From an optimization exercise on the open Yosys and OpenROAD flow, aimed at small area, a short achievable clock period and few clock cycles per item; shortcuts taken in it are not production practice. Where RTL was checked, it was by simulation tests only, not by an equivalence proof against the original. No functional check of the RTL was part of runs 2 to 5. No activity file was given, so power comes from the tool's default toggle rates.

## flow/config.mk

```make
export PLATFORM = sky130hd
export DESIGN_NAME = deinterlacer_v2
export DESIGN_NICKNAME = deinterlacer_v2
export VERILOG_FILES = /design/flow/design.v
export SDC_FILE = /design/flow/constraint.sdc
export NUM_CORES = 4
export LEC_CHECK = 0
export ABC_CLOCK_PERIOD_IN_PS = 2500
export CAP_MARGIN = 20
export CORE_MARGIN = 2
export CORE_UTILIZATION = 50
export CTS_BUF_LIST = sky130_fd_sc_hd__clkbuf_4 sky130_fd_sc_hd__clkbuf_8
export CTS_CLUSTER_SIZE = 30
export SETUP_SLACK_MARGIN = 5
export SLEW_MARGIN = 20
```

## flow/constraint.sdc

```tcl
create_clock -name core_clock -period 8.0 [get_ports {clock}]
set_input_delay 1.6000 -clock core_clock [delete_from_list [all_inputs] [get_ports {clock}]]
set_output_delay 1.6000 -clock core_clock [all_outputs]
set_load 0.01 [all_outputs]
```

## flow/design.v

```verilog
`timescale 1ns/1ns
module deinterlacer_v2 (
	clock,
	reset,
	dout_data,
	dout_ready,
	dout_valid,
	dout_startofpacket,
	dout_endofpacket,
	din_data,
	din_ready,
	din_valid,
	din_startofpacket,
	din_endofpacket
);
localparam DW = 24;
input  logic          clock;
input  logic          reset;
output logic [DW-1:0] dout_data;
input  logic          dout_ready;
output logic          dout_valid;
output logic          dout_startofpacket;
output logic          dout_endofpacket;
input  logic [DW-1:0] din_data;
output logic          din_ready;
input  logic          din_valid;
input  logic          din_startofpacket;
input  logic          din_endofpacket;
localparam [2:0] S_C0 = 3'd0, S_C1 = 3'd1, S_C2 = 3'd2, S_C3 = 3'd3,
                 S_HDR = 3'd4, S_PIX = 3'd5;
logic [2:0] ss;                     
localparam [2:0] O_IDLE = 3'd0, O_B1 = 3'd1, O_B2 = 3'd2, O_B3 = 3'd3,
                 O_VHDR = 3'd4, O_PIX = 3'd5;
logic [2:0] so;                     
logic [15:0] cw;                    
logic [14:0] ch;                    
logic [4:0]  wm1;                   
logic        wsel;                  
logic        oact;                  
logic        ahead;                 
logic        wfull;                 
logic        copy1;                 
logic        lastline;              
logic [4:0]  wp, op;                
logic [4:0]  k;                     
logic [4:0]  aw;                    
logic [DW-1:0]    r0;
logic [16*DW-1:0] s16;
logic [8*DW-1:0]  s8;
logic [4*DW-1:0]  s4;
logic [2*DW-1:0]  s2;
logic [DW-1:0]    s1;
wire  [DW-1:0] o16 = wm1[4] ? s16[16*DW-1 -: DW] : r0;
wire  [DW-1:0] o8  = wm1[3] ? s8[8*DW-1 -: DW]   : o16;
wire  [DW-1:0] o4  = wm1[2] ? s4[4*DW-1 -: DW]   : o8;
wire  [DW-1:0] o2  = wm1[1] ? s2[2*DW-1 -: DW]   : o4;
wire  [DW-1:0] tap = wm1[0] ? s1                 : o2;
always_ff @(posedge clock) begin : loop
	r0  <= wsel ? din_data : tap;
	s16 <= {s16[15*DW-1:0], r0};
	s8  <= {s8[7*DW-1:0], o16};
	s4  <= {s4[3*DW-1:0], o8};
	s2  <= {s2[DW-1:0], o4};
	s1  <= o2;
end
wire in_fire   = din_valid && din_ready;
wire write_now = din_valid && wsel;
wire can_load  = !dout_valid || dout_ready;
wire op_last   = (op == wm1);
wire wp_last   = (wp == wm1);
wire [4:0] k_p1   = k + 5'd1;
wire [4:0] k_inc  = (k == wm1) ? 5'd0 : k_p1;
wire [4:0] aw_inc = (aw == wm1) ? 5'd0 : aw + 5'd1;
wire pix_ready = oact && (k == op) && (copy1 || ahead || wfull || wp != op);
wire pix_load  = (so == O_PIX) && pix_ready && can_load;
wire retire    = pix_load && copy1 && op_last;
wire fresh     = write_now && !oact;                              
wire start     = write_now && (wp == 5'd0) && (wfull || !oact);   
wire cap_ready = (ss == S_HDR) || (ss == S_PIX);
logic [2:0] ss_n, so_n;
always_comb begin
	ss_n = ss;
	if (in_fire)
		case (ss)
			S_C0  : ss_n = S_C1;
			S_C1  : ss_n = S_C2;
			S_C2  : ss_n = S_C3;
			S_C3  : ss_n = S_HDR;
			S_HDR : ss_n = S_PIX;
			default : if (wp_last && din_endofpacket) ss_n = S_C0;
		endcase
	so_n = so;
	case (so)
		O_IDLE : if (cap_ready && can_load) so_n = O_B1;
		O_B1, O_B2, O_B3 : if (can_load) so_n = so + 3'd1;
		O_VHDR : if (can_load) so_n = O_PIX;
		default : if (retire && lastline && !ahead) so_n = O_IDLE;
	endcase
end
wire oact_n   = (oact && !(retire && !ahead)) || write_now;
wire ahead_n  = oact && !retire && (ahead || start);
wire wfull_n  = write_now ? wp_last : (wfull && !(retire && !ahead));
wire [4:0] wp_n = write_now ? (wp_last ? 5'd0 : wp + 5'd1) : wp;
wire [4:0] aw_n = write_now ? 5'd0 : aw_inc;
wire [4:0] op_n = pix_load ? (op_last ? 5'd0 : op + 5'd1) : op;
wire copy1_n    = (pix_load && op_last) ? ~copy1 : copy1;
wire [4:0] k_n  = fresh ? 5'd0 : k_inc;
wire lastline_n = (write_now && wp_last) ? din_endofpacket : (lastline && !(retire && !ahead));
wire wp_zero   = (wp == 5'd0);
wire ahead_w   = ahead || (wp_zero && wfull);               
wire [4:0] wp_p1 = wp + 5'd1;
wire mid_w     = !wp_last && (!ahead_w || wp_p1 < op);         
wire mid_nw    = !wfull && !wp_zero && (aw_inc == 5'd0) && (!ahead || wp < op);
wire early_n   = wfull && copy1 && op != 5'd0 && k_p1 == wm1 && wm1 != 5'd0 && !lastline && !ahead;
wire src_pix_n = (so == O_VHDR) ||
                 (so == O_B3 && can_load) ||
                 (so == O_PIX && !(lastline && copy1 && op_last && k == op && !ahead));
wire spix_v    = (ss == S_HDR) || (ss == S_PIX && !(wsel && wp_last && din_endofpacket));
wire spix_nv   = (ss == S_PIX);
wire wsel_v    = spix_v && src_pix_n && (wsel ? (mid_w || early_n) : (mid_nw || early_n || !oact));
wire wsel_nv   = spix_nv && src_pix_n && (mid_nw || early_n || !oact);
wire wsel_n    = din_valid ? wsel_v : wsel_nv;
wire drdy_n    = din_valid ? (!spix_v || wsel_v) : (!spix_nv || wsel_nv);
always_ff @(posedge clock or posedge reset) begin : states
	if (reset) begin
		ss        <= S_C0;
		so        <= O_IDLE;
		wsel      <= 0;
		din_ready <= 1;
		oact      <= 0;
		ahead     <= 0;
		wfull     <= 0;
		copy1     <= 0;
		lastline  <= 0;
		wp        <= 0;
		op        <= 0;
		k         <= 0;
		aw        <= 0;
	end else begin
		ss        <= ss_n;
		so        <= so_n;
		wsel      <= wsel_n;
		din_ready <= drdy_n;
		oact      <= oact_n;
		ahead     <= ahead_n;
		wfull     <= wfull_n;
		copy1     <= copy1_n;
		lastline  <= lastline_n;
		wp        <= wp_n;
		op        <= op_n;
		k         <= k_n;
		aw        <= aw_n;
	end
end
always_ff @(posedge clock) begin : capture
	if (din_valid && ss == S_C1)
		cw[15:4] <= {din_data[3:0], din_data[11:8], din_data[19:16]};
	if (din_valid && ss == S_C2) begin
		cw[3:0]   <= din_data[3:0];
		ch[14:8]  <= {din_data[10:8], din_data[19:16]};
	end
	if (din_valid && ss == S_C3)
		ch[7:0]   <= {din_data[3:0], din_data[11:8]};
	if (so == O_IDLE)
		wm1 <= cw[4:0] - 5'd1;
end
always_ff @(posedge clock or posedge reset) begin : source_ctl
	if (reset)
		dout_valid <= 0;
	else if ((so == O_PIX) ? pix_load : (so_n != so))
		dout_valid <= 1;
	else if (dout_ready)
		dout_valid <= 0;
end
always_ff @(posedge clock) begin : source_data
	if (can_load) begin
		case (so)
			O_IDLE : begin
				dout_data          <= 24'h00_00_0F;
				dout_startofpacket <= 1;
				dout_endofpacket   <= 0;
			end
			O_B1 : begin
				dout_data          <= {4'h0, cw[7:4], 4'h0, cw[11:8], 4'h0, cw[15:12]};
				dout_startofpacket <= 0;
				dout_endofpacket   <= 0;
			end
			O_B2 : begin
				dout_data          <= {4'h0, ch[10:7], 4'h0, ch[14:11], 4'h0, cw[3:0]};
				dout_startofpacket <= 0;
				dout_endofpacket   <= 0;
			end
			O_B3 : begin
				dout_data          <= {4'h0, 4'h2, 4'h0, ch[2:0], 1'b0, 4'h0, ch[6:3]};
				dout_startofpacket <= 0;
				dout_endofpacket   <= 1;
			end
			O_VHDR : begin
				dout_data          <= 24'h00_00_00;
				dout_startofpacket <= 1;
				dout_endofpacket   <= 0;
			end
			default : begin
				dout_data          <= r0;
				dout_startofpacket <= 0;
				dout_endofpacket   <= copy1 && op_last && lastline && !ahead;
			end
		endcase
	end
end
endmodule
```

## flow/flow/run.sh

```bash
#!/bin/bash
# Standard layout with three changes in how it is made:
#  - the synthesized netlist's combinational cells start at their smallest
#    drive strength (repair sizes up what timing needs);
#  - plain buffers on the ports;
#  - no CTS dummy loads, larger clock sink clusters.
set -euo pipefail
export BUFFER_PORTS_ARGS="-buffer_cell sky130_fd_sc_hd__buf_2"
export CTS_ARGS="-sink_clustering_enable -repair_clock_nets -dont_use_dummy_load -sink_clustering_size 20 -sink_clustering_max_diameter 60 -sink_buffer_max_cap_derate 0.2 -buf_list {sky130_fd_sc_hd__clkbuf_8 sky130_fd_sc_hd__clkbuf_16}"
R=orfs/results/sky130hd/deinterlacer_v2/base
bash standard.sh synth > synth.log 2>&1
python3 flow/downsize.py "$FLOW_HOME/platforms/sky130hd/lib/sky130_fd_sc_hd__tt_025C_1v80.lib" "$R/1_2_yosys.v" > downsize.log 2>&1
rm -f "$R/1_synth.odb" "$R/1_synth.sdc"
bash standard.sh > standard.log 2>&1
```

## flow/flow/downsize.py

```python
#!/usr/bin/env python3
"""Swap every combinational cell of the synthesized netlist for the smallest
drive strength of the same cell (same function and pins); the layout's
repair steps then size up what timing needs. Flip-flops are left alone."""
import re, sys
lib, net = sys.argv[1], sys.argv[2]
area = {}
cur = None
for line in open(lib):
    m = re.match(r'\s*cell\s*\(\s*"?(sky130_fd_sc_hd__\w+?)"?\s*\)', line)
    if m:
        cur = m.group(1)
        continue
    m = re.match(r'\s*area\s*:\s*([0-9.]+)', line)
    if m and cur:
        area[cur] = float(m.group(1))
        cur = None
dont = set(sys.argv[3].split()) if len(sys.argv) > 3 else set()
best = {}
for c, a in area.items():
    m = re.match(r'(sky130_fd_sc_hd__\w+)_(\d+)$', c)
    if not m or c in dont:
        continue
    base = m.group(1)
    if base not in best or a < area[best[base]]:
        best[base] = c
seq = re.compile(r'sky130_fd_sc_hd__(df|edf|sdf|dl|clk|conb|tap|fill|decap|lpflow|probe)')
text = open(net).read()
swaps = {}
def sub(m):
    c = m.group(0)
    mm = re.match(r'(sky130_fd_sc_hd__\w+)_(\d+)$', c)
    if not mm or seq.match(c):
        return c
    b = best.get(mm.group(1))
    if b and b != c and area[b] < area[c]:
        swaps[c] = swaps.get(c, 0) + 1
        return b
    return c
text = re.sub(r'\bsky130_fd_sc_hd__\w+\b', sub, text)
open(net, 'w').write(text)
for c, n in sorted(swaps.items()):
    print(c, '->', sub(re.match(r'.*', c)) if False else best[re.match(r'(sky130_fd_sc_hd__\w+)_(\d+)$', c).group(1)], n)
```

## flow/standard.sh

```bash
#!/bin/bash
# synth_recipe.tcl (not shown) runs the flow's synth.tcl, then flattens the netlist and writes it again
# the make line also repeats each setting of config.mk as NAME=value (left out here)
make -C /OpenROAD-flow-scripts/flow DESIGN_CONFIG=/design/flow/config.mk WORK_HOME=/design/flow/orfs CLKGATE_MAP_FILE= SYNTH_SCRIPT=/design/flow/synth_recipe.tcl "${@:-finish}"
```

==> summary.md, run 1 <==
| Metric | Value |
|---|---|
| Hold Path Stages | `0` |
| Warnings from Yosys | `1` |
| Die height | `213 um` |
| Power per cell area | `264 nW/um2` |
| CP delay by family, top | `flip-flops` |
| Maxcap violations | `0` |
| Req. time, crit path | `6.40 ns` |
| Rel. slew slack | `0.407` |
| WP depth | `1` |
| Ratio of cells with drive above 1 in the final layout | `0.100` |
| Clk sink count | `864` |
| Routed vias | `9,593` |
| Initial DRC Count | `515` |
| CTS Buffer Depth | `3` |
| Post-CTS Hold Buffers | `0` |
| GRT Total Usage | `0.151` |
| Final Cycle Share | `0.369` |
| Htree depth | `2` |
| Io pins | `58` |
| Detailed placement HPWL | `19,700 um` |
| Ant. Diodes | `0` |
| Synth Net Count | `1,441` |
| CP bufs+invs | `1` |
| Hold Fails Final Rpt | `0` |
| Core area | `43,100 um2` |
| Area Growth Syn to Fin | `8.17%` |
| Setup TNS | `0 ns` |
| Cells after synthesis | `1,388` |
| Class of the worst hold path | `register to register` |
| Initial core utilization | `0.506` |
| Worst Path Max Fanout | `3` |
| CP endpoint kind | `output pin` |
| Worst R2R Path Depth | `4` |
| WP data arrival | `1.35 ns` |
| DR pass1 iterations | `5` |
| DRT antenna net count | `0` |
| Vias in the first global route | `9,378` |
| First-pass GRT wire length | `51,900 um` |
| DIE AREA | `45,300 um2` |
| RSZ-0062 raised after global routing | `true` |
| Type of origin of the critical path | `register` |
| TritonCTS clock tree | `built` |
| Final Skew | `0.0706 ns` |
| DRC Markers | `0` |
| Largest net degree at the start of global routing | `52` |
| I/O Buffers | `56` |
| Syn_area_per_cell | `15.7 um2` |
| Clock-pin slew on the worst setup and hold paths | `0.11 ns` |
| CP max-delay cell | `dfrtp_1` |
| Final Max Slew Viols | `0` |
| Final nets | `1,528` |
| FP Rows | `76` |
| Cell breakdown of the critical path | `buf_2` |
| CTS buffer count | `51` |
| Worst skew pair latency | `0.68 ns` |
| Root buffer cell | `clkbuf_8` |
| Max stage delay on crit path | `0.51 ns` |
| Initial antenna violation count | `3` |
| Worst Max-Slew Pin Slew | `0.886 ns` |
| Vias/cell | `4.66` |
| DR WL/cell | `16.4 um` |
| Placed cell areas | `22,800 um2` |
| Max VDD drop | `0.165 mV` |
| Netlist Area Pre-Place | `21,800 um2` |
| Status | `timing/DRC/antenna clean` |
| Lkg Pwr | `0.00968 uW` |
| Final setup violating endpoints | `0` |
| Maximum clock frequency | `339 MHz` |
| Crit Path Class | `register to output pin` |
| Die width | `213 um` |
| Grt ovf | `0` |
| RD Place Congestion | `0.835` |
| Min Tclk post-route | `2.95 ns` |
| Fin area | `23,600 um2` |
| Final WL | `33,800 um` |
[final timing paths]
kind	start	to	slack (ns)
min in group asynchronous	reset	op[2]	1.05
max in group asynchronous	reset	wsel	6.56
setup / recovery	dout_valid	dout_valid	5.05
setup reg to reg	so[2]	dout_data[3]	5.21
hold / removal	s4[22]	s4[46]	0.30
hold reg to reg	s4[22]	s4[46]	0.30
[layout by cell type (no fill, tap or decap), types with 4 or more instances in the layout]
| master | instances |
|---|---|
| nor2b_1 | 6 |
| o21ai_1 | 26 |
| dfxtp_1 | 768 |
| buf_2 | 56 |
| xor2_1 | 17 |
| mux2_1 | 84 |
| buf_4 | 15 |
| edfxtp_1 | 62 |
| nand2_1 | 53 |
| nand3_1 | 18 |
| o22ai_1 | 4 |
| dfrtp_1 | 32 |
| mux2_2 | 13 |
| clkbuf_8 | 51 |
| a222oi_1 | 7 |
| nor2_1 | 33 |
| xnor2_1 | 25 |
| o21ai_0 | 21 |
| a21oi_1 | 17 |
| and2_1 | 14 |
| nor3_1 | 9 |
| a221oi_1 | 6 |
| ha_1 | 22 |
| mux2i_1 | 26 |
| a21o_1 | 4 |
| inv_1 | 27 |
| a31oi_1 | 5 |
| nand4_1 | 5 |
[flip-flops by register name, indices dropped and copies added (netlist names), 15 cells and up]
register   flops
ch            15
r0            24
s2            48
s1            24
cw            16
s4            96
s8           192
s16          384
dout_data     24
[repair_timing]
item | in CTS | in global routing
setup endpoints to repair | 23 | 3
buffers inserted | 2 | 4
gates resized for setup | 1 | 0
gates cloned | 0 | 1
[metrics by stage]
stage,utilization,power (uW),hold WS [ns],setup WS [ns],instances
4_1_cts,0.546,6310,0.303,5.00,2053
5_1_grt,0.548,6470,0.295,4.95,2058
6_report,0.548,6220,0.301,5.05,2058
3_5_place_dp,0.529,4570,0.312,4.16,2000
2_1_floorplan,-,4530,0.310,4.99,1388
3_3_place_gp,0.529,4570,0.310,4.22,2000
[layer usage]
metal  GRT usage  up-vias  share of wire  wire length, um
li1            -     4746              -                -
met1       0.214     4638           0.49            16700
met2       0.228      139           0.44            14700
met3      0.0369       66          0.043             1460
met4      0.0477        4          0.026              873
met5           0        -        0.00074               25
[power by group]
group          leakage (uW)  internal (uW)  switching, uW
logic               0.00193           30.3           48.2
clock network      0.000367            575           1170
registers           0.00738           4370           26.6
[layout make-up]
| cell class | count | area (um2) |
|---|---|---|
| Inverter | 29 | 116 |
| Sequential cell | 864 | 18100 |
| Tap cell | 585 | 732 |
| Multi-Input combinational cell | 457 | 3530 |
| Fill cell | 3544 | 19500 |
| Timing Repair Buffer | 72 | 413 |
| Clock buffer | 51 | 702 |
Testbench counts, summed over its fixed seeds: cycles 15,218, frames 64.
==> run 2: changes to the inputs <==
--- a/flow/design.v
+++ b/flow/design.v
@@ -63,9 +63,9 @@
 	s2  <= {s2[DW-1:0], o4};
 	s1  <= o2;
 end
-wire in_fire   = din_valid && din_ready;
+wire in_fire   = din_valid && (ss != S_PIX || wsel);
 wire write_now = din_valid && wsel;
-wire can_load  = !dout_valid || dout_ready;
+wire can_load  = ovalid_n || dout_ready;
 wire op_last   = (op == wm1);
 wire wp_last   = (wp == wm1);
 wire [4:0] k_p1   = k + 5'd1;
@@ -126,7 +126,6 @@
 		ss        <= S_C0;
 		so        <= O_IDLE;
 		wsel      <= 0;
-		din_ready <= 1;
 		oact      <= 0;
 		ahead     <= 0;
 		wfull     <= 0;
@@ -140,7 +139,6 @@
 		ss        <= ss_n;
 		so        <= so_n;
 		wsel      <= wsel_n;
-		din_ready <= drdy_n;
 		oact      <= oact_n;
 		ahead     <= ahead_n;
 		wfull     <= wfull_n;
@@ -152,6 +150,9 @@
 		aw        <= aw_n;
 	end
 end
+always_ff @(posedge clock) begin : ready_port
+	din_ready <= drdy_n;
+end
 always_ff @(posedge clock) begin : capture
 	if (din_valid && ss == S_C1)
 		cw[15:4] <= {din_data[3:0], din_data[11:8], din_data[19:16]};
@@ -164,48 +165,59 @@
 	if (so == O_IDLE)
 		wm1 <= cw[4:0] - 5'd1;
 end
+logic ovalid_n;
+wire  oload  = (so == O_PIX) ? pix_load : (so_n != so);
+wire  valid_n = oload || (!ovalid_n && !dout_ready);
 always_ff @(posedge clock or posedge reset) begin : source_ctl
-	if (reset)
+	if (reset) begin
 		dout_valid <= 0;
-	else if ((so == O_PIX) ? pix_load : (so_n != so))
-		dout_valid <= 1;
-	else if (dout_ready)
-		dout_valid <= 0;
+		ovalid_n   <= 1;
+	end else begin
+		dout_valid <= valid_n;
+		ovalid_n   <= !valid_n;
+	end
+end
+logic [DW-1:0] odata;
+logic          osop, oeop;
+always_comb begin
+	case (so)
+		O_IDLE : begin
+			odata = 24'h00_00_0F;
+			osop  = 1;
+			oeop  = 0;
+		end
+		O_B1 : begin
+			odata = {4'h0, cw[7:4], 4'h0, cw[11:8], 4'h0, cw[15:12]};
+			osop  = 0;
+			oeop  = 0;
+		end
+		O_B2 : begin
+			odata = {4'h0, ch[10:7], 4'h0, ch[14:11], 4'h0, cw[3:0]};
+			osop  = 0;
+			oeop  = 0;
+		end
+		O_B3 : begin
+			odata = {4'h0, 4'h2, 4'h0, ch[2:0], 1'b0, 4'h0, ch[6:3]};
+			osop  = 0;
+			oeop  = 1;
+		end
+		O_VHDR : begin
+			odata = 24'h00_00_00;
+			osop  = 1;
+			oeop  = 0;
+		end
+		default : begin
+			odata = r0;
+			osop  = 0;
+			oeop  = copy1 && op_last && lastline && !ahead;
+		end
+	endcase
 end
 always_ff @(posedge clock) begin : source_data
 	if (can_load) begin
-		case (so)
-			O_IDLE : begin
-				dout_data          <= 24'h00_00_0F;
-				dout_startofpacket <= 1;
-				dout_endofpacket   <= 0;
-			end
-			O_B1 : begin
-				dout_data          <= {4'h0, cw[7:4], 4'h0, cw[11:8], 4'h0, cw[15:12]};
-				dout_startofpacket <= 0;
-				dout_endofpacket   <= 0;
-			end
-			O_B2 : begin
-				dout_data          <= {4'h0, ch[10:7], 4'h0, ch[14:11], 4'h0, cw[3:0]};
-				dout_startofpacket <= 0;
-				dout_endofpacket   <= 0;
-			end
-			O_B3 : begin
-				dout_data          <= {4'h0, 4'h2, 4'h0, ch[2:0], 1'b0, 4'h0, ch[6:3]};
-				dout_startofpacket <= 0;
-				dout_endofpacket   <= 1;
-			end
-			O_VHDR : begin
-				dout_data          <= 24'h00_00_00;
-				dout_startofpacket <= 1;
-				dout_endofpacket   <= 0;
-			end
-			default : begin
-				dout_data          <= r0;
-				dout_startofpacket <= 0;
-				dout_endofpacket   <= copy1 && op_last && lastline && !ahead;
-			end
-		endcase
+		dout_data          <= odata;
+		dout_startofpacket <= osop;
+		dout_endofpacket   <= oeop;
 	end
 end
 endmodule
==> run 2 against run 1 <==
  * Final area barely moved
  * Utilization about the same
  * Combinational power rose to 13 times the previous value
  * Worst setup slack better by 0.019 ns
  * Critical path depth unchanged
  * First-iteration DRC count increased by 16%
  * Synthesized cell count down 0.29%
  * Highest routed layer is now met4
==> summary.md, run 2 <==
| Metric | Value |
|---|---|
| Worst Path Max Fanout | `1 (-2)` |
| Clock-pin slew on the worst setup and hold paths | `0.12 ns (about the same)` |
| Final Max Slew Viols | `0 (unchanged)` |
| Min Tclk post-route | `2.94 ns (-0.0189 ns)` |
| Final std cells w/o fill | `2,057 (-0.049%)` |
| Worst R2R Path Depth | `7 (+3)` |
| Post-CTS Hold Buffers | `0 (unchanged)` |
| Maxcap violations | `0 (unchanged)` |
| Vias/cell | `4.66 (about the same)` |
| Top reg by flops | `s16` |
| Synth Area in Compound Gates | `0.0328` |
| Dpl ws | `4.02 ns (-0.133 ns)` |
| Largest net degree at the start of global routing | `54 (+3.8%)` |
| Routed vias | `9,585 (-0.083%)` |
| RD Place Congestion | `0.828 (-0.87%)` |
| Initial DRC Count | `596 (+16%)` |
| R2r setup slk | `5.36 ns (+0.15 ns)` |
| Lkg Pwr | `0.00971 uW (+0.26%)` |
| CP max-delay cell | `edfxtp_1` |
| HP Start | `s16[26]` |
| Root buffer cell | `clkbuf_8` |
| Post-synth EDFFs | `62` |
| Netlist Area Pre-Place | `21,800 um2 (about the same)` |
| DRC Markers | `0 (unchanged)` |
| CP endpoint kind | `output pin` |
| Main area contributors after synthesis | `dfxtp_1, edfxtp_1, mux2_2` |
| Number of flip-flops in the largest register | `384 (unchanged)` |
| Adder-Cell Fraction of Synth Area | `0.0131` |
| Power per cell area | `400 nW/um2 (+52%)` |
| Die height | `213 um (about the same)` |
| Synth cell count leaders | `dfxtp_1, mux2_2, edfxtp_1, nand2_1, dfrtp_1` |
| Final setup margin | `5.06 ns (+0.0189 ns)` |
| DR WL/cell | `16.2 um (-1.3%)` |
| DRT antenna net count | `0 (unchanged)` |
| Hold endpoint | `s16[50]` |
| Synth Area in XOR/XNOR | `0.0174` |
| WL met2 | `14,500 um (-1.9%)` |
| Worst Max-Slew Pin Slew | `0.745 ns (-0.141 ns)` |
| TritonCTS clock tree | `built` |
| CP bufs+invs | `1 (unchanged)` |
| FP Rows | `76 (unchanged)` |
| Largest registers | `s16: 384 flops, s8: 192 flops, s4: 96 flops` |
| Worst skew pair latency | `0.67 ns (about the same)` |
| Final WL | `33,400 um (-1.3%)` |
| Most frequent cell after synthesis | `dfxtp_1` |
| Worst r2r dst | `dout_valid` |
| DIE AREA | `45,300 um2 (about the same)` |
| Commonest non-fill, non-tap cell in the layout | `dfxtp_1` |
| Warnings from Yosys | `1 (unchanged)` |
| Async SR Flop Fraction | `0.0393` |
| Synth top area share | `0.700` |
| Library cells used by synthesis | `62` |
| Ratio of cells with drive above 1 in the final layout | `0.144 (+0.0431)` |
| Top routing layer used | `met4` |
| Hold Path Stages | `0 (unchanged)` |
| WP data arrival | `1.34 ns (about the same)` |
| Core area | `43,100 um2 (unchanged)` |
| Maximum clock frequency | `341 MHz (+0.64%)` |
| GRT Total Usage | `0.151 (+0.000494)` |
| CP delay by family, top | `flip-flops` |
| Syn_area_per_cell | `15.8 um2 (+0.36%)` |
| Cell breakdown of the critical path | `buf_2` |
| Class of the worst hold path | `register to register` |
| Type of origin of the critical path | `register` |
| Area Growth Syn to Fin | `8.02%` |
| Largest family of logic cells by synthesized area | `multiplexers` |
| Final setup violating endpoints | `0 (unchanged)` |
| Htree depth | `2 (unchanged)` |
| Post-Route M1 WL | `16,700 um (-0.20%)` |
| Largest area contributor in the netlist | `dfxtp_1` |
| Synth Net Count | `1,437 (-0.28%)` |
| Commonest non-fill, non-tap cells in the layout | `dfxtp_1, mux2_2, edfxtp_1` |
| Initial antenna violation count | `2 (-1)` |
| DR pass1 iterations | `5 (unchanged)` |
| Yosys synthesis chip area | `22,000 um2` |
| Mux cell area share after synthesis | `0.0661` |
| Vias in the first global route | `9,372 (-0.064%)` |
| Final Cycle Share | `0.367 (-0.00236)` |
| Placed cells | `1,997 (-0.15%)` |
| Hold Fails Final Rpt | `0 (unchanged)` |
| Final nets | `1,525 (-0.20%)` |
| Simple-gate share of the synthesized area | `0.0347` |
| Setup TNS | `0 ns (unchanged)` |
| Initial core utilization | `0.507 (about the same)` |
| Detailed placement HPWL | `20,200 um (+2.6%)` |
| CTS Buffer Depth | `3 (unchanged)` |
| Rel. slew slack | `0.504 (+0.0964)` |
| CTS buffer count | `52 (+2.0%)` |
| Req. time, crit path | `6.40 ns (about the same)` |
| Max stage delay on crit path | `0.49 ns (-0.02 ns)` |
| RSZ-0062 raised after global routing | `false` |
| Yosys reg bits | `865` |
| Metal3 WL | `1400 um (-4.5%)` |
| Final hold slack | `0.259 ns (-0.0420 ns)` |
| Ys flop type | `dfxtp_1` |
| First-pass GRT wire length | `52,000 um (+0.28%)` |
| Max VDD drop | `0.166 mV (+0.18%)` |
| I/O Buffers | `56 (unchanged)` |
| Sequential share of the synthesized area | `0.823` |
| Final Skew | `0.107 ns (+0.0363 ns)` |
| Die width | `213 um (about the same)` |
| Cells after synthesis | `1,384 (-0.29%)` |
| Status | `timing/DRC/antenna clean` |
| Clk sink count | `865 (+0.12%)` |
| Grt ovf | `0 (unchanged)` |
| Io pins | `58 (unchanged)` |
| Final Util | `0.547 (about the same)` |
| RR Startpoint | `wm1[2]` |
| Crit Path Class | `register to output pin` |
[run 2: cell count changes in the layout (fill, tap and decap cells not counted), moves of 4 or more]
cell,before,now
o21ai_0,21,13
nand2_1,53,57
mux2_2,13,74
mux2_1,84,24
[run 2: kinds of logic after synthesis]
logic type | count (synthesis)
and+or+nand+nor | 158
DFF | 865
adders and majority gates | 23
xor gates and xnor gates | 41
muxes | 124
AOI/OAI and AO/OA | 109
buffers and inverters | 64
[run 2: what timing repair did]
| action | 4_1_cts | 5_1_grt |
|---|---|---|
| pin swaps | 1 | 0 |
| endpoints found under the setup margin | 23 | 2 |
| setup buffers | 3 | 2 |
| gates resized for setup | 1 | 1 |
| gates cloned | 1 | 0 |
[run 2: layer usage]
metal	up-vias	GRT usage
met5	-	0
met1	4641	0.217
met4	0	0.0576
li1	4744	-
met2	143	0.227
met3	57	0.0307
[run 2: worst max-delay path by stage]
stage	from	endpoint	slack, ns	cells past startpoint
global route	dout_ready	lastline	5.02	7
CTS	dout_data[15]	dout_data[15]	5.01	1
global placement	dout_ready	lastline	4.09	7
finish	dout_data[15]	dout_data[15]	5.06	1
floorplan	dout_ready	lastline	4.73	8
detailed placement	dout_ready	lastline	4.02	7
[run 2: power by group]
part | switching (uW) | leakage (uW) | internal, uW
Sequential | 524 | 0.00744 | 6120
Combinational | 573 | 0.00189 | 461
Clock | 1160 | 0.000374 | 586
Total | 2260 | 0.00971 | 7170
[run 2: layout make-up]
cell class / count / area (um2)
Fill cell: 3462 / 19500
Tap cell: 585 / 732
Sequential cell: 865 / 18100
Multi-Input combinational cell: 456 / 3510
Clock buffer: 52 / 716
Timing Repair Buffer: 72 / 400
Antenna cell: 2 / 5.00
Inverter: 25 / 93.8
[run 2: stage by stage]
stage	power [uW]	area, um2
6_report	9430	23600
5_1_grt	9970	23600
4_1_cts	9550	23500
3_5_place_dp	7790	22800
3_3_place_gp	7710	22800
2_1_floorplan	7280	21900
==> run 3: changes to the inputs <==
==> flow/flow/run.sh (replaced) <==
#!/bin/bash
set -euo pipefail
export SETUP_SLACK_MARGIN=5.25
export BUFFER_PORTS_ARGS="-buffer_cell sky130_fd_sc_hd__buf_2"
export CTS_ARGS="-sink_clustering_enable -repair_clock_nets -dont_use_dummy_load -sink_clustering_size 20 -sink_clustering_max_diameter 60 -sink_buffer_max_cap_derate 0.2 -buf_list {sky130_fd_sc_hd__clkbuf_8 sky130_fd_sc_hd__clkbuf_16}"
R=orfs/results/sky130hd/deinterlacer_v2/base
bash standard.sh synth > synth.log 2>&1
python3 flow/downsize.py "$FLOW_HOME/platforms/sky130hd/lib/sky130_fd_sc_hd__tt_025C_1v80.lib" "$R/1_2_yosys.v" > downsize.log 2>&1
rm -f "$R/1_synth.odb" "$R/1_synth.sdc"
bash standard.sh > standard.log 2>&1
--- a/flow/config.mk
+++ b/flow/config.mk
@@ -9,7 +9,4 @@
 export CAP_MARGIN = 20
 export CORE_MARGIN = 2
 export CORE_UTILIZATION = 50
-export CTS_BUF_LIST = sky130_fd_sc_hd__clkbuf_4 sky130_fd_sc_hd__clkbuf_8
-export CTS_CLUSTER_SIZE = 30
-export SETUP_SLACK_MARGIN = 5
 export SLEW_MARGIN = 20
==> run 3 against run 2 <==
  * Global-route usage grew 0.31 points
  * Clock skew fell by 0.045 ns
  * Combinational power barely moved
  * Largest power group unchanged
  * Power increased by 0.14%
==> summary.md, run 3 <==
| Metric | Value |
|---|---|
| Status | `timing/DRC/antenna clean` |
| Grt ovf | `0 (unchanged)` |
| Initial DRC Count | `607 (+1.8%)` |
| Synth Net Count | `1,437 (unchanged)` |
| DRT antenna net count | `0 (unchanged)` |
| Syn_area_per_cell | `15.8 um2 (unchanged)` |
| Initial core utilization | `0.507 (unchanged)` |
| Netlist Area Pre-Place | `21,800 um2 (unchanged)` |
| RSZ-0062 raised after global routing | `true` |
| Post-synth EDFFs | `62 (unchanged)` |
| First-pass GRT wire length | `52,900 um (+1.8%)` |
| Power per cell area | `400 nW/um2 (about the same)` |
| Largest net degree at the start of global routing | `55 (+1.9%)` |
| Main area contributors after synthesis | `dfxtp_1, edfxtp_1, mux2_2` |
| Warnings from Yosys | `1 (unchanged)` |
| Commonest non-fill, non-tap cells in the layout | `dfxtp_1, mux2_2, edfxtp_1` |
| DR pass1 iterations | `5 (unchanged)` |
| Root buffer cell | `clkbuf_8` |
| Maximum clock frequency | `346 MHz (+1.6%)` |
| WP data arrival | `1.29 ns (-0.05 ns)` |
| Net Sw Frac | `0.240 (+0.000459)` |
| CP delay by family, top | `flip-flops` |
| Cell breakdown of the critical path | `buf_2` |
| Final nets | `1,525 (unchanged)` |
| Worst skew pair latency | `0.64 ns (-0.03 ns)` |
| Req. time, crit path | `6.40 ns (about the same)` |
| Core area | `43,100 um2 (unchanged)` |
| Initial antenna violation count | `2 (unchanged)` |
| Clock power share | `0.185 (about the same)` |
| Commonest non-fill, non-tap cell in the layout | `dfxtp_1` |
| Clock-pin slew on the worst setup and hold paths | `0.11 ns (about the same)` |
| Type of origin of the critical path | `register` |
| Most frequent cell after synthesis | `dfxtp_1` |
| Final Cycle Share | `0.361 (-0.00570)` |
| DRC Markers | `0 (unchanged)` |
| Ratio of cells with drive above 1 in the final layout | `0.147 (+0.00340)` |
| Class of the worst hold path | `register to register` |
| Top reg by flops | `s16` |
| Htree depth | `2 (unchanged)` |
| RD Place Congestion | `0.847 (+2.3%)` |
| Vias in the first global route | `9,602 (+2.5%)` |
| Post-CTS Hold Buffers | `0 (unchanged)` |
| Final Util | `0.548 (+0.000842)` |
| Final Skew | `0.0616 ns (-0.0453 ns)` |
| GRT Total Usage | `0.154 (+0.00315)` |
| Synth top area share | `0.700 (unchanged)` |
| Lkg Pwr | `0.00972 uW (+0.11%)` |
| DIE AREA | `45,300 um2 (unchanged)` |
| Largest area contributor in the netlist | `dfxtp_1` |
| Io pins | `58 (unchanged)` |
| Clk sink count | `865 (unchanged)` |
| Hold Fails Final Rpt | `0 (unchanged)` |
| FP Rows | `76 (unchanged)` |
| Async SR Flop Fraction | `0.0393 (unchanged)` |
| # fillers | `3,496 (+0.98%)` |
| CP bufs+invs | `1 (unchanged)` |
| Ys flop type | `dfxtp_1` |
| Crit Path Class | `register to output pin` |
| Yosys reg bits | `865 (unchanged)` |
| Area Growth Syn to Fin | `8.18%` |
| DR WL/cell | `16.5 um (+1.7%)` |
| Largest registers | `s16: 384 flops, s8: 192 flops, s4: 96 flops` |
| Setup TNS | `0 ns (unchanged)` |
| CP max-delay cell | `edfxtp_1` |
| Synth cell count leaders | `dfxtp_1, mux2_2, edfxtp_1, nand2_1, dfrtp_1` |
| CTS Buffer Depth | `3 (unchanged)` |
| Number of flip-flops in the largest register | `384 (unchanged)` |
| Sequential share of the synthesized area | `0.823 (unchanged)` |
| Vias/cell | `4.69 (+0.70%)` |
| Yosys synthesis chip area | `22,000 um2 (unchanged)` |
| Die height | `213 um (unchanged)` |
| Final setup violating endpoints | `0 (unchanged)` |
| Max stage delay on crit path | `0.46 ns (-0.03 ns)` |
| Combinational Power Share | `0.111 (about the same)` |
| Final WL | `33,900 um (+1.7%)` |
| Library cells used by synthesis | `62 (unchanged)` |
| Routed vias | `9,647 (+0.65%)` |
| Sequential share of power | `0.704 (about the same)` |
| Rel. slew slack | `0.511 (+0.00724)` |
| Maxcap violations | `0 (unchanged)` |
| Die width | `213 um (unchanged)` |
| Final Max Slew Viols | `0 (unchanged)` |
| Max VDD drop | `0.169 mV (+1.8%)` |
| CP endpoint kind | `output pin` |
| CTS buffer count | `52 (unchanged)` |
| Cells after synthesis | `1,384 (unchanged)` |
| Worst Path Max Fanout | `1 (unchanged)` |
| Worst Max-Slew Pin Slew | `0.734 ns (-0.0109 ns)` |
| Min Tclk post-route | `2.89 ns (-0.0456 ns)` |
| I/O Buffers | `56 (unchanged)` |
| Internal power | `7170 uW (about the same)` |
| Detailed placement HPWL | `20,300 um (+0.52%)` |
| NetSw | `2270 uW (+0.33%)` |
| TritonCTS clock tree | `built` |
==> run 3: cell counts after synthesis <==
No cell type changed its count.
==> run 3: cells by family (layout without fill, tap and decap cells) <==
kind of cell | Yosys count | count (layout) | share of synthesized area
muxes | 124 | 124 | 0.0661
AOI/OAI and AO/OA | 109 | 109 | 0.0328
xor gates and xnor gates | 41 | 41 | 0.0174
other | 0 | 1 | 0
DFF | 865 | 865 | 0.823
and+or+nand+nor | 158 | 159 | 0.0347
adders and majority gates | 23 | 23 | 0.0131
buffers and inverters | 64 | 149 | 0.0127
==> run 3: area by class of cell <==
cell class                 count  area [um2]  share of cell area
antenna                        1        2.50            0.000106
clock buffer                  52         716              0.0303
inverter                      25        93.8             0.00398
multi-input combinational    456        3540               0.150
sequential                   865       18100               0.767
tap                          585         732              0.0310
timing repair buffer          72         414              0.0175
==> run 3: final timing paths <==
path	to	slack [ns]	cells after the start	start
max	dout_data[15]	5.11	1	dout_data[15]
max reg2reg	dout_valid	5.44	8	op[2]
min reg2reg	s16[311]	0.28	0	s16[287]
min in group asynchronous	aw[2]	1.05	3	reset
min	s16[311]	0.28	0	s16[287]
max in group asynchronous	op[0]	6.56	3	reset
==> run 3: power by group through the flow <==
stage | registers, uW | logic [uW] | clock network [uW]
floorplan | 6540 | 739 | 0
global placement | 6690 | 1010 | 0
detailed placement | 6750 | 1030 | 0
CTS | 6680 | 1050 | 1830
global route | 6830 | 1180 | 1980
finish | 6650 | 1040 | 1750
==> run 3: per-layer routing <==
metal	GRT usage	wire [um]
met3	0.0327	1460
met4	0.0559	802
met1	0.212	16500
met2	0.242	15200
met5	0	10
==> run 3: metrics by stage <==
stage	setup slack (ns)	hold slack [ns]	area (um2)	power, uW	instances
4_1_cts	5.03	0.283	23600	9560	2054
3_3_place_gp	4.10	0.310	22800	7700	1995
6_report	5.11	0.281	23600	9440	2056
3_5_place_dp	4.05	0.312	22800	7790	1996
5_1_grt	5.01	0.282	23600	9990	2055
2_1_floorplan	4.73	0.310	21900	7280	1384
==> run 3: timing repair <==
action	CTS	global route
setup buffers	5	1
gates cloned	1	0
setup endpoints to repair	70	29
resized for setup	3	11
pin swaps	1	2
hold endpoints to repair	0	0
==> run 4: changes to the inputs <==
--- a/flow/flow/run.sh
+++ b/flow/flow/run.sh
@@ -1,6 +1,6 @@
 #!/bin/bash
 set -euo pipefail
-export SETUP_SLACK_MARGIN=5.25
+export SETUP_SLACK_MARGIN=5.4
 export BUFFER_PORTS_ARGS="-buffer_cell sky130_fd_sc_hd__buf_2"
 export CTS_ARGS="-sink_clustering_enable -repair_clock_nets -dont_use_dummy_load -sink_clustering_size 20 -sink_clustering_max_diameter 60 -sink_buffer_max_cap_derate 0.2 -buf_list {sky130_fd_sc_hd__clkbuf_8 sky130_fd_sc_hd__clkbuf_16}"
 R=orfs/results/sky130hd/deinterlacer_v2/base
==> run 4 against run 3 <==
  * Largest cell class unchanged
  * Final area rose by 0.53%
  * Still clean
  * Area after synthesis did not move
  * Sequential power about the same
  * Sequential cell count stayed put
==> summary.md, run 4 <==
| Metric | Value |
|---|---|
| Status | `timing/DRC/antenna clean` |
| Area Growth Syn to Fin | `8.76%` |
| CP endpoint kind | `output pin` |
| Dpl ws | `4.01 ns (-0.0415 ns)` |
| Maximum clock frequency | `346 MHz (about the same)` |
| Warnings from Yosys | `1 (unchanged)` |
| Final WL | `33,800 um (-0.52%)` |
| Synth cell count leaders | `dfxtp_1, mux2_2, edfxtp_1, nand2_1, dfrtp_1` |
| Cell breakdown of the critical path | `buf_2` |
| Ratio of cells with drive above 1 in the final layout | `0.154 (+0.00675)` |
| Post-CTS Hold Buffers | `0 (unchanged)` |
| Netlist Area Pre-Place | `21,800 um2 (unchanged)` |
| TritonCTS clock tree | `built` |
| DIE AREA | `45,300 um2 (unchanged)` |
| Grt ovf | `0 (unchanged)` |
| Ys flop type | `dfxtp_1` |
| Combinational Power Share | `0.113 (+0.002)` |
| RSZ-0062 raised after global routing | `true` |
| Cells after synthesis | `1,384 (unchanged)` |
| Die width | `213 um (unchanged)` |
| Lkg Pwr | `0.00977 uW (+0.59%)` |
| Maxcap violations | `0 (unchanged)` |
| Final hold slack | `0.254 ns (-0.0270 ns)` |
| Syn_area_per_cell | `15.8 um2 (unchanged)` |
| Main area contributors after synthesis | `dfxtp_1, edfxtp_1, mux2_2` |
| Sequential share of the synthesized area | `0.823 (unchanged)` |
| Max VDD drop | `0.179 mV (+6.2%)` |
| Io pins | `58 (unchanged)` |
| Max stage delay on crit path | `0.46 ns (about the same)` |
| Worst Path Max Fanout | `1 (unchanged)` |
| Net Sw Frac | `0.241 (+0.00109)` |
| CTS Buffer Depth | `3 (unchanged)` |
| Core area | `43,100 um2 (unchanged)` |
| Final nets | `1,532 (+0.46%)` |
| Rel. slew slack | `0.432 (-0.0793)` |
| Top reg by flops | `s16` |
| Detailed placement HPWL | `20,000 um (-1.6%)` |
| Crit Path Class | `register to output pin` |
| Initial core utilization | `0.507 (unchanged)` |
| Worst Max-Slew Pin Slew | `0.846 ns (+0.113 ns)` |
| First-pass GRT wire length | `51,800 um (-2.1%)` |
| Hold Fails Final Rpt | `0 (unchanged)` |
| Commonest non-fill, non-tap cell in the layout | `dfxtp_1` |
| Largest net degree at the start of global routing | `54 (-1.8%)` |
| Async SR Flop Fraction | `0.0393 (unchanged)` |
| Final Cycle Share | `0.361 (about the same)` |
| Die height | `213 um (unchanged)` |
| Synth top area share | `0.700 (unchanged)` |
| DR WL/cell | `16.4 um (-0.81%)` |
| Number of flip-flops in the largest register | `384 (unchanged)` |
| Req. time, crit path | `6.40 ns (about the same)` |
| Power per cell area | `400 nW/um2 (about the same)` |
| I/O Buffers | `56 (unchanged)` |
| Clk sink count | `865 (unchanged)` |
| Commonest non-fill, non-tap cells in the layout | `dfxtp_1, mux2_2, edfxtp_1` |
| Final Skew | `0.0633 ns (+0.00164 ns)` |
| Type of origin of the critical path | `register` |
| Worst skew pair latency | `0.65 ns (about the same)` |
| Final setup margin | `5.11 ns (+0.00168 ns)` |
| Sequential share of power | `0.700 (-0.004)` |
| Root buffer cell | `clkbuf_8` |
| Ant. Diodes | `0 (-1)` |
| Synth Net Count | `1,437 (unchanged)` |
| Largest area contributor in the netlist | `dfxtp_1` |
| Library cells used by synthesis | `62 (unchanged)` |
| Clock power share | `0.187 (+0.002)` |
| CP max-delay cell | `edfxtp_1` |
| Htree depth | `2 (unchanged)` |
| DRC Markers | `0 (unchanged)` |
| RD Place Congestion | `0.819 (-3.2%)` |
| Min Tclk post-route | `2.89 ns (-0.00168 ns)` |
| GRT Total Usage | `0.152 (-0.00275)` |
| WP data arrival | `1.29 ns (about the same)` |
| Routed vias | `9,612 (-0.36%)` |
| Class of the worst hold path | `register to register` |
| CP bufs+invs | `1 (unchanged)` |
| R2r setup slk | `5.60 ns (+0.16 ns)` |
| FP Rows | `76 (unchanged)` |
| NetSw | `2290 uW (+0.92%)` |
| Vias in the first global route | `9,352 (-2.6%)` |
| Clock-pin slew on the worst setup and hold paths | `0.11 ns (about the same)` |
| Yosys reg bits | `865 (unchanged)` |
| Final Max Slew Viols | `0 (unchanged)` |
| Post-synth EDFFs | `62 (unchanged)` |
| Final setup violating endpoints | `0 (unchanged)` |
| DR pass1 iterations | `6 (+1)` |
| Initial antenna violation count | `2 (unchanged)` |
| Initial DRC Count | `544 (-10%)` |
| CP delay by family, top | `flip-flops` |
| Internal power | `7200 uW (+0.32%)` |
| Yosys synthesis chip area | `22,000 um2 (unchanged)` |
| CTS buffer count | `53 (+1.9%)` |
| Fin area | `23,700 um2 (+0.53%)` |
| Vias/cell | `4.66 (-0.65%)` |
| Most frequent cell after synthesis | `dfxtp_1` |
| Largest registers | `s16: 384 flops, s8: 192 flops, s4: 96 flops` |
| DRT antenna net count | `0 (unchanged)` |
| Setup TNS | `0 ns (unchanged)` |
| Placed cell areas | `22,800 um2 (about the same)` |
[run 4: through the flow]
| step | cells | total power, uW | util |
|---|---|---|---|
| floorplan | 1384 | 7280 | - |
| global placement | 1995 | 7710 | 0.529 |
| detailed placement | 1995 | 7790 | 0.529 |
| CTS | 2055 | 9600 | 0.549 |
| global route | 2062 | 10000 | 0.551 |
| finish | 2062 | 9480 | 0.551 |
[run 4: power by group through the flow]
stage / Combinational [uW] / Clock (uW) / Sequential (uW)
finish: 1070 / 1770 / 6640
global route: 1210 / 2000 / 6820
detailed placement: 1040 / 0 / 6750
CTS: 1070 / 1860 / 6670
global placement: 1020 / 0 / 6690
floorplan: 742 / 0 / 6540
[run 4: area by class of cell]
cell class                      instances  area, um2
Inverter                               25       96.3
Timing Repair Buffer                   78        489
Fill cell                            3479      19300
Sequential cell                       865      18100
Tap cell                              585        732
Clock buffer                           53        729
Multi-Input combinational cell        456       3570
[run 4: worst register-to-register path, delay by kind of cell (launching register included)]
family	cells	cell delay, ns
mux	5	1.39
buf+inv	1	0.40
flops	1	0.39
compound gates	1	0.07
[run 4: worst paths after layout]
check / start / end / cells past startpoint
min reg2reg: s16[70] / s16[94] / 0
min: s16[70] / s16[94] / 0
min in group asynchronous: reset / aw[4] / 3
max in group asynchronous: reset / wp[3] / 3
max: dout_data[14] / dout_data[14] / 1
max reg2reg: wm1[4] / r0[13] / 7
[run 4: cell families after synthesis]
kind of cell,after synthesis,share of synthesized area
adders and majority gates,23,0.0131
and+or+nand+nor,158,0.0347
DFF,865,0.823
AOI/OAI and AO/OA,109,0.0328
xor gates and xnor gates,41,0.0174
muxes,124,0.0661
buffers and inverters,64,0.0127
[run 4: timing repair]
action / 4_1_cts / 5_1_grt
gates resized for setup: 17 / 9
hold endpoints to repair: 0 / 0
cloned: 1 / 0
pin swaps: 4 / 4
endpoints found under the setup margin: 87 / 31
setup buffers: 6 / 7
[run 4: metal layers]
| metal | vias to the layer above | global-route usage | part of all wire |
|---|---|---|---|
| met3 | 71 | 0.0303 | 0.042 |
| met4 | 2 | 0.0670 | 0.029 |
| met1 | 4630 | 0.211 | 0.49 |
| li1 | 4759 | - | - |
| met5 | - | 0 | 0.00050 |
| met2 | 150 | 0.231 | 0.44 |
==> run 5: changes to the inputs <==
--- a/flow/design.v
+++ b/flow/design.v
@@ -46,21 +46,21 @@
 logic [4:0]  aw;                    
 logic [DW-1:0]    r0;
 logic [16*DW-1:0] s16;
-logic [8*DW-1:0]  s8;
+logic [8*DW-1:0]  s8;               
 logic [4*DW-1:0]  s4;
-logic [2*DW-1:0]  s2;
+logic [2*DW-1:0]  s2;               
 logic [DW-1:0]    s1;
-wire  [DW-1:0] o16 = wm1[4] ? s16[16*DW-1 -: DW] : r0;
-wire  [DW-1:0] o8  = wm1[3] ? s8[8*DW-1 -: DW]   : o16;
-wire  [DW-1:0] o4  = wm1[2] ? s4[4*DW-1 -: DW]   : o8;
-wire  [DW-1:0] o2  = wm1[1] ? s2[2*DW-1 -: DW]   : o4;
-wire  [DW-1:0] tap = wm1[0] ? s1                 : o2;
+wire  [DW-1:0] o16_n = ~(wm1[4] ? s16[16*DW-1 -: DW] : r0);
+wire  [DW-1:0] o8    = ~(wm1[3] ? s8[8*DW-1 -: DW]   : o16_n);
+wire  [DW-1:0] o4_n  = ~(wm1[2] ? s4[4*DW-1 -: DW]   : o8);
+wire  [DW-1:0] o2    = ~(wm1[1] ? s2[2*DW-1 -: DW]   : o4_n);
+wire  [DW-1:0] tap_n = ~(wm1[0] ? s1                 : o2);
 always_ff @(posedge clock) begin : loop
-	r0  <= wsel ? din_data : tap;
+	r0  <= wsel ? din_data : ~tap_n;
 	s16 <= {s16[15*DW-1:0], r0};
-	s8  <= {s8[7*DW-1:0], o16};
+	s8  <= {s8[7*DW-1:0], o16_n};
 	s4  <= {s4[3*DW-1:0], o8};
-	s2  <= {s2[DW-1:0], o4};
+	s2  <= {s2[DW-1:0], o4_n};
 	s1  <= o2;
 end
 wire in_fire   = din_valid && (ss != S_PIX || wsel);
@@ -107,10 +107,8 @@
 wire [4:0] k_n  = fresh ? 5'd0 : k_inc;
 wire lastline_n = (write_now && wp_last) ? din_endofpacket : (lastline && !(retire && !ahead));
 wire wp_zero   = (wp == 5'd0);
-wire ahead_w   = ahead || (wp_zero && wfull);               
-wire [4:0] wp_p1 = wp + 5'd1;
-wire mid_w     = !wp_last && (!ahead_w || wp_p1 < op);         
-wire mid_nw    = !wfull && !wp_zero && (aw_inc == 5'd0) && (!ahead || wp < op);
+wire mid_w     = !wp_last && !ahead && (!(wp_zero && wfull) || op[4:1] != 4'd0);
+wire mid_nw    = !wfull && !wp_zero && (aw_inc == 5'd0) && !ahead;
 wire early_n   = wfull && copy1 && op != 5'd0 && k_p1 == wm1 && wm1 != 5'd0 && !lastline && !ahead;
 wire src_pix_n = (so == O_VHDR) ||
                  (so == O_B3 && can_load) ||
--- a/flow/flow/run.sh
+++ b/flow/flow/run.sh
@@ -1,6 +1,6 @@
 #!/bin/bash
 set -euo pipefail
-export SETUP_SLACK_MARGIN=5.4
+export SETUP_SLACK_MARGIN=5.25
 export BUFFER_PORTS_ARGS="-buffer_cell sky130_fd_sc_hd__buf_2"
 export CTS_ARGS="-sink_clustering_enable -repair_clock_nets -dont_use_dummy_load -sink_clustering_size 20 -sink_clustering_max_diameter 60 -sink_buffer_max_cap_derate 0.2 -buf_list {sky130_fd_sc_hd__clkbuf_8 sky130_fd_sc_hd__clkbuf_16}"
 R=orfs/results/sky130hd/deinterlacer_v2/base
==> run 5 against run 4 <==
  * Still clean on timing, DRC and antenna
  * Wire length fell by 2.8%
  * Via count fell by 0.12%
  * Count of clock-buffer cells in the layout fell by 1
  * Critical endpoint is now dout_data[12]
  * Largest power group unchanged
==> summary.md, run 5 <==
| Metric | Value |
|---|---|
| Htree depth | `2 (unchanged)` |
| Cell breakdown of the critical path | `buf_2` |
| Final Max Slew Viols | `0 (unchanged)` |
| GRT Total Usage | `0.151 (-0.000492)` |
| R2r setup slk | `5.42 ns (-0.18 ns)` |
| HP Start | `s16[276]` |
| Post-CTS Hold Buffers | `0 (unchanged)` |
| Vias in the first global route | `9,448 (+1.0%)` |
| Commonest non-fill, non-tap cell in the layout | `dfxtp_1` |
| RSZ-0062 raised after global routing | `true` |
| DRC Markers | `0 (unchanged)` |
| Final Cycle Share | `0.364 (+0.00312)` |
| Placed cells | `1,995 (unchanged)` |
| Commonest non-fill, non-tap cells in the layout | `dfxtp_1, mux2i_1, nand2_1` |
| Initial core utilization | `0.505 (-0.00158)` |
| Routed vias | `9,600 (-0.12%)` |
| CP max-delay cell | `edfxtp_1` |
| Worst Max-Slew Pin Slew | `1.09 ns (+0.241 ns)` |
| Status | `timing/DRC/antenna clean` |
| Worst Path Max Fanout | `1 (unchanged)` |
| DRT antenna net count | `0 (unchanged)` |
| CP bufs+invs | `1 (unchanged)` |
| Class of the worst hold path | `register to register` |
| Clock-pin slew on the worst setup and hold paths | `0.11 ns (about the same)` |
| Final setup violating endpoints | `0 (unchanged)` |
| Clk sink count | `865 (unchanged)` |
| DR pass1 iterations | `4 (-2)` |
| Number of flip-flops in the largest register | `384 (unchanged)` |
| Initial antenna violation count | `2 (unchanged)` |
| Final hold slack | `0.289 ns (+0.0348 ns)` |
| Power per cell area | `452 nW/um2 (+13%)` |
| Max stage delay on crit path | `0.46 ns (about the same)` |
| Root buffer cell | `clkbuf_8` |
| Final WL | `32,800 um (-2.8%)` |
| # fillers | `3,503 (+0.69%)` |
| Initial DRC Count | `467 (-14%)` |
| Area Growth Syn to Fin | `8.33%` |
| I/O Buffers | `56 (unchanged)` |
| Final nets | `1,512 (-1.3%)` |
| FP Rows | `76 (unchanged)` |
| NetSw | `2760 uW (+21%)` |
| Largest registers | `s16: 384 flops, s8: 192 flops, s4: 96 flops` |
| Min Tclk post-route | `2.91 ns (+0.0250 ns)` |
| Syn_area_per_cell | `15.6 um2 (-0.97%)` |
| Final Skew | `0.0654 ns (+0.00211 ns)` |
| Vias/cell | `4.68 (+0.36%)` |
| Synth Net Count | `1,431 (-0.42%)` |
| TritonCTS clock tree | `built` |
| Critical path startpoint | `dout_data[12]` |
| Combinational Power Share | `0.151 (+0.038)` |
| Cells after synthesis | `1,387 (+0.22%)` |
| Die width | `212 um (-0.37%)` |
| Internal power | `7850 uW (+9.1%)` |
| Warnings from Yosys | `1 (unchanged)` |
| Die height | `212 um (-0.37%)` |
| Hold Fails Final Rpt | `0 (unchanged)` |
| Lkg Pwr | `0.00974 uW (-0.37%)` |
| Core area | `42,900 um2 (-0.44%)` |
| Max VDD drop | `0.216 mV (+20%)` |
| Placed cell areas | `22,700 um2 (-0.43%)` |
| Netlist Area Pre-Place | `21,700 um2 (-0.75%)` |
| Fin area | `23,500 um2 (-1.1%)` |
| Io pins | `58 (unchanged)` |
| Sequential share of power | `0.683 (-0.017)` |
| Detailed placement HPWL | `19,800 um (-0.98%)` |
| Maximum clock frequency | `343 MHz (-0.86%)` |
| Worst skew pair latency | `0.67 ns (+0.02 ns)` |
| Top reg by flops | `s16` |
| CP delay by family, top | `flip-flops` |
| CP endpoint kind | `output pin` |
| Setup TNS | `0 ns (unchanged)` |
| Net Sw Frac | `0.260 (+0.0193)` |
| Ratio of cells with drive above 1 in the final layout | `0.102 (-0.0521)` |
| RD Place Congestion | `0.839 (+2.4%)` |
| CTS Buffer Depth | `3 (unchanged)` |
| Crit Path Class | `register to output pin` |
| Type of origin of the critical path | `register` |
| Grt ovf | `0 (unchanged)` |
| Largest net degree at the start of global routing | `54 (unchanged)` |
| Clock power share | `0.165 (-0.022)` |
| Final std cells w/o fill | `2,052 (-0.48%)` |
| DIE AREA | `45,000 um2 (-0.74%)` |
| First-pass GRT wire length | `52,100 um (+0.51%)` |
| DR WL/cell | `16.0 um (-2.3%)` |
| Rel. slew slack | `0.274 (-0.158)` |
| CTS buffer count | `52 (-1.9%)` |
| RR Startpoint | `so[2]` |
| Req. time, crit path | `6.40 ns (about the same)` |
| Maxcap violations | `0 (unchanged)` |
| WP data arrival | `1.31 ns (+0.02 ns)` |
## run 5: cell type report
class,count,area (um2),share of cell area
inverter,22,90.1,0.00384
clock buffer,52,716,0.0305
sequential,865,18100,0.772
tap,585,732,0.0312
timing repair buffer,70,392,0.0167
antenna,1,2.50,0.000107
multi-input combinational,457,3410,0.146
## run 5: path summary, 6_finish.rpt
kind                                  to  cells past startpoint
hold reg to reg                 s16[300]                      0
min in group asynchronous           k[3]                      3
hold / removal                  s16[300]                      0
setup reg to reg           dout_data[18]                      7
max in group asynchronous       ovalid_n                      3
setup / recovery           dout_data[12]                      1
## run 5: repair_timing
| item | CTS | global route |
|---|---|---|
| endpoints found under the hold margin | 0 | 0 |
| cloned | 1 | 0 |
| pin swaps | 0 | 0 |
| setup endpoints to repair | 39 | 29 |
| resized for setup | 3 | 3 |
| setup buffers | 3 | 0 |
## run 5: routing by layer
layer	share of wire	GRT usage	vias to the layer above
met5	0.00040	0	-
met4	0.029	0.0612	2
met3	0.050	0.0312	65
met2	0.43	0.228	158
met1	0.49	0.214	4642
li1	-	-	4733
## run 5: metrics by stage
stage               setup WS, ns  power, uW  utilization
global placement            4.38       8860        0.529
global route                5.02      11300        0.547
detailed placement          4.36       8970        0.529
finish                      5.09      10600        0.547
CTS                         5.00      10800        0.547
floorplan                   5.00       8250            -
## run 5: power groups by stage
stage	logic [uW]	clock network [uW]	registers (uW)
global route	1800	1980	7480
detailed placement	1600	0	7370
CTS	1630	1840	7300
global placement	1570	0	7290
finish	1610	1760	7250
floorplan	1180	0	7070
==> run 6: changes to the inputs <==
--- a/flow/design.v
+++ b/flow/design.v
@@ -43,7 +43,6 @@
 logic        lastline;              
 logic [4:0]  wp, op;                
 logic [4:0]  k;                     
-logic [4:0]  aw;                    
 logic [DW-1:0]    r0;
 logic [16*DW-1:0] s16;
 logic [8*DW-1:0]  s8;               
@@ -70,7 +69,6 @@
 wire wp_last   = (wp == wm1);
 wire [4:0] k_p1   = k + 5'd1;
 wire [4:0] k_inc  = (k == wm1) ? 5'd0 : k_p1;
-wire [4:0] aw_inc = (aw == wm1) ? 5'd0 : aw + 5'd1;
 wire pix_ready = oact && (k == op) && (copy1 || ahead || wfull || wp != op);
 wire pix_load  = (so == O_PIX) && pix_ready && can_load;
 wire retire    = pix_load && copy1 && op_last;
@@ -101,14 +99,14 @@
 wire ahead_n  = oact && !retire && (ahead || start);
 wire wfull_n  = write_now ? wp_last : (wfull && !(retire && !ahead));
 wire [4:0] wp_n = write_now ? (wp_last ? 5'd0 : wp + 5'd1) : wp;
-wire [4:0] aw_n = write_now ? 5'd0 : aw_inc;
 wire [4:0] op_n = pix_load ? (op_last ? 5'd0 : op + 5'd1) : op;
 wire copy1_n    = (pix_load && op_last) ? ~copy1 : copy1;
 wire [4:0] k_n  = fresh ? 5'd0 : k_inc;
 wire lastline_n = (write_now && wp_last) ? din_endofpacket : (lastline && !(retire && !ahead));
 wire wp_zero   = (wp == 5'd0);
 wire mid_w     = !wp_last && !ahead && (!(wp_zero && wfull) || op[4:1] != 4'd0);
-wire mid_nw    = !wfull && !wp_zero && (aw_inc == 5'd0) && !ahead;
+wire k2_wp     = (k_p1 + 5'd1 == wp) || (k == wm1 && wp == 5'd1);
+wire mid_nw    = !wfull && !wp_zero && k2_wp && !ahead;
 wire early_n   = wfull && copy1 && op != 5'd0 && k_p1 == wm1 && wm1 != 5'd0 && !lastline && !ahead;
 wire src_pix_n = (so == O_VHDR) ||
                  (so == O_B3 && can_load) ||
@@ -132,7 +130,6 @@
 		wp        <= 0;
 		op        <= 0;
 		k         <= 0;
-		aw        <= 0;
 	end else begin
 		ss        <= ss_n;
 		so        <= so_n;
@@ -145,7 +142,6 @@
 		wp        <= wp_n;
 		op        <= op_n;
 		k         <= k_n;
-		aw        <= aw_n;
 	end
 end
 always_ff @(posedge clock) begin : ready_port
==> run 6 against run 5 <==
  * Wire length is 0.13% lower
  * Sequential share of layout area is 0.38 points higher
  * Final area is 1.2% lower
  * Via count is 3.0% lower
  * Sequential power is 1% lower
  * Critical path depth stayed put
  * Still clean on timing, DRC and antenna
  * Combinational power is 4% lower
  * First-iteration DRC count is 10% higher
  * Non-clock buffer count is 2 higher
  * Sequential cell count is 5 lower
  * Cell count is 3.5% lower
==> summary.md, run 6 <==
| Metric | Value |
|---|---|
| Status | `timing/DRC/antenna clean` |
| Area Growth Syn to Fin | `8.15%` |
| Worst Max-Slew Pin Slew | `0.720 ns (-0.367 ns)` |
| Worst Path Max Fanout | `1 (unchanged)` |
| Adder-Cell Fraction of Synth Area | `0.00870` |
| Placed cells | `1,920 (-3.8%)` |
| Final WL | `32,800 um (-0.13%)` |
| CP bufs+invs | `1 (unchanged)` |
| Top reg by flops | `s16` |
| Mux cell area share after synthesis | `0.0562` |
| Grt ovf | `0 (unchanged)` |
| Worst skew pair latency | `0.65 ns (-0.02 ns)` |
| Initial core utilization | `0.509 (+0.00376)` |
| CTS buffer count | `51 (-1.9%)` |
| Async SR Flop Fraction | `0.0337` |
| Library cells used by synthesis | `66` |
| Core area | `42,100 um2 (-1.8%)` |
| Commonest non-fill, non-tap cell in the layout | `dfxtp_1` |
| Type of origin of the critical path | `register` |
| Die height | `211 um (-0.50%)` |
| Synth Area in XOR/XNOR | `0.0176` |
| WP data arrival | `1.26 ns (-0.05 ns)` |
| Synth Area in Compound Gates | `0.0334` |
| Sequential share of the synthesized area | `0.834` |
| Main area contributors after synthesis | `dfxtp_1, edfxtp_1, mux2i_1` |
| GRT Total Usage | `0.149 (-0.00184)` |
| Synth top area share | `0.714` |
| Warnings from Yosys | `1 (unchanged)` |
| Final Skew | `0.0439 ns (-0.0215 ns)` |
| Commonest non-fill, non-tap cells in the layout | `dfxtp_1, mux2i_1, nand2_1, edfxtp_1, buf_2` |
| Root buffer cell | `clkbuf_8` |
| TritonCTS clock tree | `built` |
| Max stage delay on crit path | `0.46 ns (about the same)` |
| Worst R2R Path Depth | `8 (+1)` |
| FP Rows | `75 (-1.3%)` |
| Cell breakdown of the critical path | `buf_6` |
| RSZ-0062 raised after global routing | `true` |
| DR WL/cell | `16.6 um (+3.5%)` |
| Hold Path Stages | `0 (unchanged)` |
| DRT antenna net count | `0 (unchanged)` |
| I/O Buffers | `56 (unchanged)` |
| Fin area | `23,200 um2 (-1.2%)` |
| Ant. Diodes | `0 (-1)` |
| CP delay by family, top | `flip-flops` |
| Routed vias | `9,308 (-3.0%)` |
| Clk sink count | `860 (-0.58%)` |
| CP endpoint kind | `output pin` |
| Dpl ws | `4.56 ns (+0.200 ns)` |
| Maximum clock frequency | `350 MHz (+2.0%)` |
| Yosys reg bits | `860` |
| Yosys synthesis chip area | `21,600 um2` |
| Post-synth EDFFs | `62` |
| Initial DRC Count | `515 (+10%)` |
| Final Power | `10,400 uW (-1.5%)` |
| Largest family of logic cells by synthesized area | `multiplexers` |
| Final setup violating endpoints | `0 (unchanged)` |
| Final std cells w/o fill | `1,980 (-3.5%)` |
| Setup TNS | `0 ns (unchanged)` |
| Final Max Slew Viols | `0 (unchanged)` |
| CP max-delay cell | `edfxtp_1` |
| Netlist Area Pre-Place | `21,400 um2 (-1.0%)` |
| Number of flip-flops in the largest register | `384 (unchanged)` |
| Final Cycle Share | `0.357 (-0.00709)` |
| Req. time, crit path | `6.40 ns (about the same)` |
| WP depth | `1 (unchanged)` |
| Post-CTS Hold Buffers | `0 (unchanged)` |
| Most frequent cell after synthesis | `dfxtp_1` |
| Htree depth | `2 (unchanged)` |
| Io pins | `58 (unchanged)` |
| Max VDD drop | `0.164 mV (-24%)` |
| Placed cell areas | `22,400 um2 (-1.4%)` |
| Cells after synthesis | `1,363 (-1.7%)` |
| Ys flop type | `dfxtp_1` |
| Synth cell count leaders | `dfxtp_1, mux2i_1, nand2_1, edfxtp_1, o21ai_0` |
| Synth Net Count | `1,408 (-1.6%)` |
| Hold Fails Final Rpt | `0 (unchanged)` |
| Min Tclk post-route | `2.86 ns (-0.0567 ns)` |
| Rel. slew slack | `0.518 (+0.244)` |
| RD Place Congestion | `0.799 (-4.7%)` |
| Power per cell area | `451 nW/um2 (-0.37%)` |
| Vias in the first global route | `9,183 (-2.8%)` |
| DIE AREA | `44,500 um2 (-1.0%)` |
| CTS Buffer Depth | `3 (unchanged)` |
| DR pass1 iterations | `5 (+1)` |
| Vias/cell | `4.70 (+0.48%)` |
| Final setup margin | `5.14 ns (+0.0567 ns)` |
| DRC Markers | `0 (unchanged)` |
| Largest registers | `s16: 384 flops, s8: 192 flops, s4: 96 flops` |
| Die width | `211 um (-0.50%)` |
| Ratio of cells with drive above 1 in the final layout | `0.106 (+0.00454)` |
| Maxcap violations | `0 (unchanged)` |
| Largest net degree at the start of global routing | `56 (+3.7%)` |
| Detailed placement HPWL | `18,900 um (-4.6%)` |
| Initial antenna violation count | `2 (unchanged)` |
| First-pass GRT wire length | `51,100 um (-1.9%)` |
| Final nets | `1,488 (-1.6%)` |
| Lkg Pwr | `0.00963 uW (-1.2%)` |
| Syn_area_per_cell | `15.7 um2 (+0.72%)` |
| Largest area contributor in the netlist | `dfxtp_1` |
| Class of the worst hold path | `register to register` |
| Crit Path Class | `register to output pin` |
| Simple-gate share of the synthesized area | `0.0356` |
| Clock-pin slew on the worst setup and hold paths | `0.10 ns (about the same)` |
-- run 6: what timing repair did --
item                                    4_1_cts  5_1_grt
pin swaps                                     0        2
cloned                                        0        1
buffers inserted                              0        8
endpoints found under the setup margin       34       32
resized for setup                             7        5
-- run 6: report_power, final --
| group | total, uW | switching (uW) | leakage [uW] | internal, uW |
|---|---|---|---|---|
| logic | 1540 | 908 | 0.00181 | 632 |
| clock network | 1730 | 1160 | 0.000367 | 576 |
| registers | 7180 | 626 | 0.00744 | 6550 |
| total | 10400 | 2690 | 0.00963 | 7760 |
-- run 6: through the flow --
| stage | util | hold slack, ns |
|---|---|---|
| 2_1_floorplan | - | 0.310 |
| 3_3_place_gp | 0.531 | 0.310 |
| 3_5_place_dp | 0.531 | 0.312 |
| 4_1_cts | 0.548 | 0.276 |
| 5_1_grt | 0.550 | 0.272 |
| 6_report | 0.550 | 0.281 |
-- run 6: routing by layer --
layer  global-route usage  routed length, um  vias to the layer above
li1                     -                  -                     4620
met1                0.221              16800                     4476
met2                0.218              13700                      149
met3               0.0318               1500                       59
met4               0.0505                792                        4
met5                    0                 18                        -
-- run 6: cells by family (layout without fill, tap and decap cells) --
family,Yosys count,after routing
buffers and inverters,67,144
AND/OR/NAND/NOR,154,155
multiplexers,121,121
XOR/XNOR,41,41
flip-flops,860,860
AO/OA/AOI/OAI,105,105
adder cells (fa/ha/maj),15,15
-- run 6: final timing paths --
path	slack [ns]	end	start
worst min register to register	0.28	s16[195]	s16[171]
min in group asynchronous	1.01	ss[2]	reset
worst max register to register	5.42	din_ready	k[1]
max in group asynchronous	6.62	ovalid_n	reset
worst min-delay path	0.28	s16[195]	s16[171]
worst max-delay path	5.14	dout_data[17]	dout_data[17]
-- run 6: final cells by class --
class	count	area, um2
clock buffers	51	702
well taps	539	674
repair buffers	72	417
flip-flops and latches	860	18000
inverters	21	86.3
fillers	3418	19000
multi-input cells	437	3320
Testbench counts of run 6, summed over its fixed seeds: cycles 15,218, frames 64.
